This is an optimization exercise on Yosys and OpenROAD, whose aim is small area and a short achievable clock period, not a production implementation. RTL that was checked went through simulation tests only; none was proved equivalent to the original.

Setup of JK:
// hog_top
module hog_top (
    input               clk,
    input               rst,
    input               ready,
    output              request,
    input   [767 : 0]   i_data_fetch,
    output  [19 : 0]    fea,
    output              o_valid
);
    reg  [5:0] fcnt;
    reg        req;
    reg        req_o;    
    wire       accept = req & ready;
    assign request = req_o;
    always @(posedge clk) begin
        if (!rst) begin
            fcnt <= 6'd0;
            req <= 1'b1;
            req_o <= 1'b1;
        end else if (accept || !req) begin
            fcnt <= fcnt + 6'd1;
            req <= (fcnt == 6'd63);
            req_o <= ((fcnt + 6'd1) == 6'd0);
        end
    end
    reg [7:0] ch [0:79];
    always @(posedge clk) begin
        ch[0] <= req ? i_data_fetch[512 +: 8] : ch[1];
        ch[1] <= req ? i_data_fetch[520 +: 8] : ch[2];
        ch[2] <= req ? i_data_fetch[528 +: 8] : ch[3];
        ch[3] <= req ? i_data_fetch[536 +: 8] : ch[4];
        ch[4] <= req ? i_data_fetch[544 +: 8] : ch[5];
        ch[5] <= req ? i_data_fetch[552 +: 8] : ch[6];
        ch[6] <= req ? i_data_fetch[560 +: 8] : ch[7];
        ch[7] <= req ? i_data_fetch[568 +: 8] : ch[8];
  ...
Size: ~8700 flip-flops, ~310000 um^2 of cells after synthesis.
==> module magcode, before the edit <==
module magcode (
    input             clk,
    input      [7:0]  p_top,
    input      [7:0]  p_bot,
    input      [7:0]  p_left,
    input      [7:0]  p_right,
    output reg [12:0] mag,
    output reg [3:0]  code
);
    wire [8:0] dy = {1'b0, p_bot} - {1'b0, p_top};
    wire [8:0] dx = {1'b0, p_right} - {1'b0, p_left};
    wire [7:0] ay = dy[8] ? (~dy[7:0] + 8'd1) : dy[7:0];
    wire [7:0] ax = dx[8] ? (~dx[7:0] + 8'd1) : dx[7:0];
    wire       neg = (dy != 9'd0) & (dy[8] ^ dx[8]);
    reg  [7:0] s1_a, s1_b;
    reg        s1_neg;
    always @(posedge clk) begin
        s1_a <= ay;
        s1_b <= ax;
        s1_neg <= neg;
    end
    wire signed [23:0] e1 = $signed({1'b0, s1_a, 11'd0})
        - $signed({1'b0, s1_b})
        - $signed({1'b0, s1_b, 3'd0})
        + $signed({1'b0, s1_b, 5'd0})
        + $signed({1'b0, s1_b, 8'd0})
        - $signed({1'b0, s1_b, 10'd0});
    wire c1 = ~e1[23];
    wire signed [23:0] e2 = $signed({1'b0, s1_a, 12'd0})
        - $signed({1'b0, s1_b})
        + $signed({1'b0, s1_b, 2'd0})
        + $signed({1'b0, s1_b, 4'd0})
        + $signed({1'b0, s1_b, 7'd0})
        + $signed({1'b0, s1_b, 9'd0})
        - $signed({1'b0, s1_b, 12'd0});
    wire c2 = ~e2[23];
    wire signed [23:0] e3 = $signed({1'b0, s1_a, 13'd0})
        - $signed({1'b0, s1_b})
        + $signed({1'b0, s1_b, 2'd0})
        + $signed({1'b0, s1_b, 4'd0})
        + $signed({1'b0, s1_b, 7'd0})
        + $signed({1'b0, s1_b, 11'd0})
        - $signed({1'b0, s1_b, 14'd0});
    wire c3 = ~e3[23];
    wire signed [23:0] e4 = $signed({1'b0, s1_a, 6'd0})
        + $signed({1'b0, s1_b})
        + $signed({1'b0, s1_b, 2'd0})
        + $signed({1'b0, s1_b, 4'd0})
        + $signed({1'b0, s1_b, 7'd0})
        - $signed({1'b0, s1_b, 9'd0});
    wire c4 = ~e4[23];
    reg [3:0] code_w;
    always @(*) begin
        if (c4)              code_w = 4'd4;
        else if (!s1_neg) begin
            if (c3)          code_w = 4'd3;
            else if (c2)     code_w = 4'd2;
            else if (c1)     code_w = 4'd1;
            else             code_w = 4'd0;
        end else begin
            if (c3)          code_w = 4'd5;
            else if (c2)     code_w = 4'd6;
            else if (c1)     code_w = 4'd7;
            else             code_w = 4'd8;
        end
    end
    wire [16:0] sq = s1_a * s1_a + s1_b * s1_b;
    reg  [16:0] s2_x;
    reg  [3:0]  s2_code;
    always @(posedge clk) begin
        s2_x <= sq;
        s2_code <= code_w;
    end
    function [13+2:0] mrow;  
        input [14:0] rem;    
        input [12:0] root;   
        input [1:0]  two;
        reg   [16:0] r2, tr, df;
        reg          bw;
        integer k;
        begin
            r2 = {rem, two};
            tr = {2'b0, root, 2'b01};
            bw = 1'b0;
            for (k = 0; k < 17; k = k + 1) begin
                df[k] = r2[k] ^ tr[k] ^ bw;
                bw = (~r2[k] & tr[k]) | (~(r2[k] ^ tr[k]) & bw);
            end
            if (!bw) mrow = {df[14:0], 1'b1};
            else     mrow = {r2[14:0], 1'b0};
        end
    endfunction
    wire [25:0] mN = {1'b0, s2_x, 8'b0};
    wire [14:0] mrem [0:13];
    wire [12:0] mroot [0:13];
    assign mrem[0] = 15'd0;
    assign mroot[0] = 13'd0;
    genvar gi;
    generate
        for (gi = 1; gi <= 7; gi = gi + 1) begin : MR1
            wire [15:0] o = mrow(mrem[gi-1], mroot[gi-1], mN[25-2*(gi-1) -: 2]);
            assign mrem[gi] = o[15:1];
            assign mroot[gi] = {mroot[gi-1][11:0], o[0]};
        end
    endgenerate
    reg [7:0]  s3_rem;    
    reg [6:0]  s3_root;
    reg [3:0]  s3_low;   
    reg [3:0]  s3_code;
    always @(posedge clk) begin
        s3_rem <= mrem[7][7:0];
        s3_root <= mroot[7][6:0];
        s3_low <= mN[11:8];
        s3_code <= s2_code;
    end
    wire [14:0] mrem2 [7:13];
    wire [12:0] mroot2 [7:13];
    assign mrem2[7] = {7'd0, s3_rem};
    wire [11:0] mlow = {s3_low, 8'd0};
    assign mroot2[7] = {6'd0, s3_root};
    generate
        for (gi = 8; gi <= 13; gi = gi + 1) begin : MR2
            wire [15:0] o = mrow(mrem2[gi-1], mroot2[gi-1], mlow[11-2*(gi-8) -: 2]);
            assign mrem2[gi] = o[15:1];
            assign mroot2[gi] = {mroot2[gi-1][11:0], o[0]};
        end
    endgenerate
    always @(posedge clk) begin
        mag <= mroot2[13];
        code <= s3_code;
    end
endmodule
Settings: LEC_CHECK=0, CAP_MARGIN=20, CORE_MARGIN=2, CORE_UTILIZATION=55, CTS_BUF_LIST=sky130_fd_sc_hd__clkbuf_16, CTS_CLUSTER_DIAMETER=80, CTS_CLUSTER_SIZE=24, PLACE_DENSITY=0.65, SLEW_MARGIN=20, SYNTH_MEMORY_MAX_BITS=65536; clock period 220.0 ns.
run.sh (not shown) runs the stock make flow with config.mk's settings and CLKGATE_MAP_FILE= SYNTH_SCRIPT=/design/flow/synth_recipe.tcl, a recipe that flattens the netlist after the stock synthesis.
Having completed the whole flow, JK delivered a layout that passed the timing, design-rule and antenna checks.
> inputs changed (JK -> MS)
--- a/flow/design.v
+++ b/flow/design.v
@@ -17,39 +17,39 @@
     always @(posedge clk) begin
         s1_a <= ay;
         s1_b <= ax;
         s1_neg <= neg;
     end
-    wire signed [23:0] e1 = $signed({1'b0, s1_a, 11'd0})
-        - $signed({1'b0, s1_b})
-        - $signed({1'b0, s1_b, 3'd0})
-        + $signed({1'b0, s1_b, 5'd0})
-        + $signed({1'b0, s1_b, 8'd0})
-        - $signed({1'b0, s1_b, 10'd0});
+    wire signed [23:0] e1 = ({1'b0, s1_a, 11'd0})
+        - ({1'b0, s1_b})
+        - ({1'b0, s1_b, 3'd0})
+        + ({1'b0, s1_b, 5'd0})
+        + ({1'b0, s1_b, 8'd0})
+        - ({1'b0, s1_b, 10'd0});
     wire c1 = ~e1[23];
-    wire signed [23:0] e2 = $signed({1'b0, s1_a, 12'd0})
-        - $signed({1'b0, s1_b})
-        + $signed({1'b0, s1_b, 2'd0})
-        + $signed({1'b0, s1_b, 4'd0})
-        + $signed({1'b0, s1_b, 7'd0})
-        + $signed({1'b0, s1_b, 9'd0})
-        - $signed({1'b0, s1_b, 12'd0});
+    wire signed [23:0] e2 = ({1'b0, s1_a, 12'd0})
+        - ({1'b0, s1_b})
+        + ({1'b0, s1_b, 2'd0})
+        + ({1'b0, s1_b, 4'd0})
+        + ({1'b0, s1_b, 7'd0})
+        + ({1'b0, s1_b, 9'd0})
+        - ({1'b0, s1_b, 12'd0});
     wire c2 = ~e2[23];
-    wire signed [23:0] e3 = $signed({1'b0, s1_a, 13'd0})
-        - $signed({1'b0, s1_b})
-        + $signed({1'b0, s1_b, 2'd0})
-        + $signed({1'b0, s1_b, 4'd0})
-        + $signed({1'b0, s1_b, 7'd0})
-        + $signed({1'b0, s1_b, 11'd0})
-        - $signed({1'b0, s1_b, 14'd0});
+    wire signed [23:0] e3 = ({1'b0, s1_a, 13'd0})
+        - ({1'b0, s1_b})
+        + ({1'b0, s1_b, 2'd0})
+        + ({1'b0, s1_b, 4'd0})
+        + ({1'b0, s1_b, 7'd0})
+        + ({1'b0, s1_b, 11'd0})
+        - ({1'b0, s1_b, 14'd0});
     wire c3 = ~e3[23];
-    wire signed [23:0] e4 = $signed({1'b0, s1_a, 6'd0})
-        + $signed({1'b0, s1_b})
-        + $signed({1'b0, s1_b, 2'd0})
-        + $signed({1'b0, s1_b, 4'd0})
-        + $signed({1'b0, s1_b, 7'd0})
-        - $signed({1'b0, s1_b, 9'd0});
+    wire signed [23:0] e4 = ({1'b0, s1_a, 6'd0})
+        + ({1'b0, s1_b})
+        + ({1'b0, s1_b, 2'd0})
+        + ({1'b0, s1_b, 4'd0})
+        + ({1'b0, s1_b, 7'd0})
+        - ({1'b0, s1_b, 9'd0});
     wire c4 = ~e4[23];
     reg [3:0] code_w;
     always @(*) begin
         if (c4)              code_w = 4'd4;
         else if (!s1_neg) begin
### Flow results
Detailed-routing wirelength on met1: MS vs JK identical. Y dimension of the die: MS vs JK, no meaningful difference. The post-synthesis sequential area ratio on MS is in line with that on JK. Die width: MS vs JK, no meaningful difference.
The RTL of JK was laid out without a check of its function.

[afterwards: timing with drivers on the ports]
The flow's constraints put no driver on any port. The routed layouts listed below were extracted and timed again, unchanged, in two steps. Step 1, drivers: a clkbuf_16 drives clk and a buf_2 each remaining input, both assumed. Step 2 moves the port delays by t, midway between the first and last clock arrival at a register: inputs arrive t later, outputs are due t later. That takes back most of the time a late clock gives input paths. a / b / c = ideal / step 1 / step 2; a / b = the first two.
| run | t (ns) | slack for setup (ns) | worst data-port slew with drivers (ns) |
|---|---|---|---|
| JK | 1.169 | 174.023 / 173.877 / 173.627 | 0.19 |
| MS | 1.169 | 174.023 / 173.877 / 173.627 | 0.19 |
After both steps setup and hold are still met in every run listed.
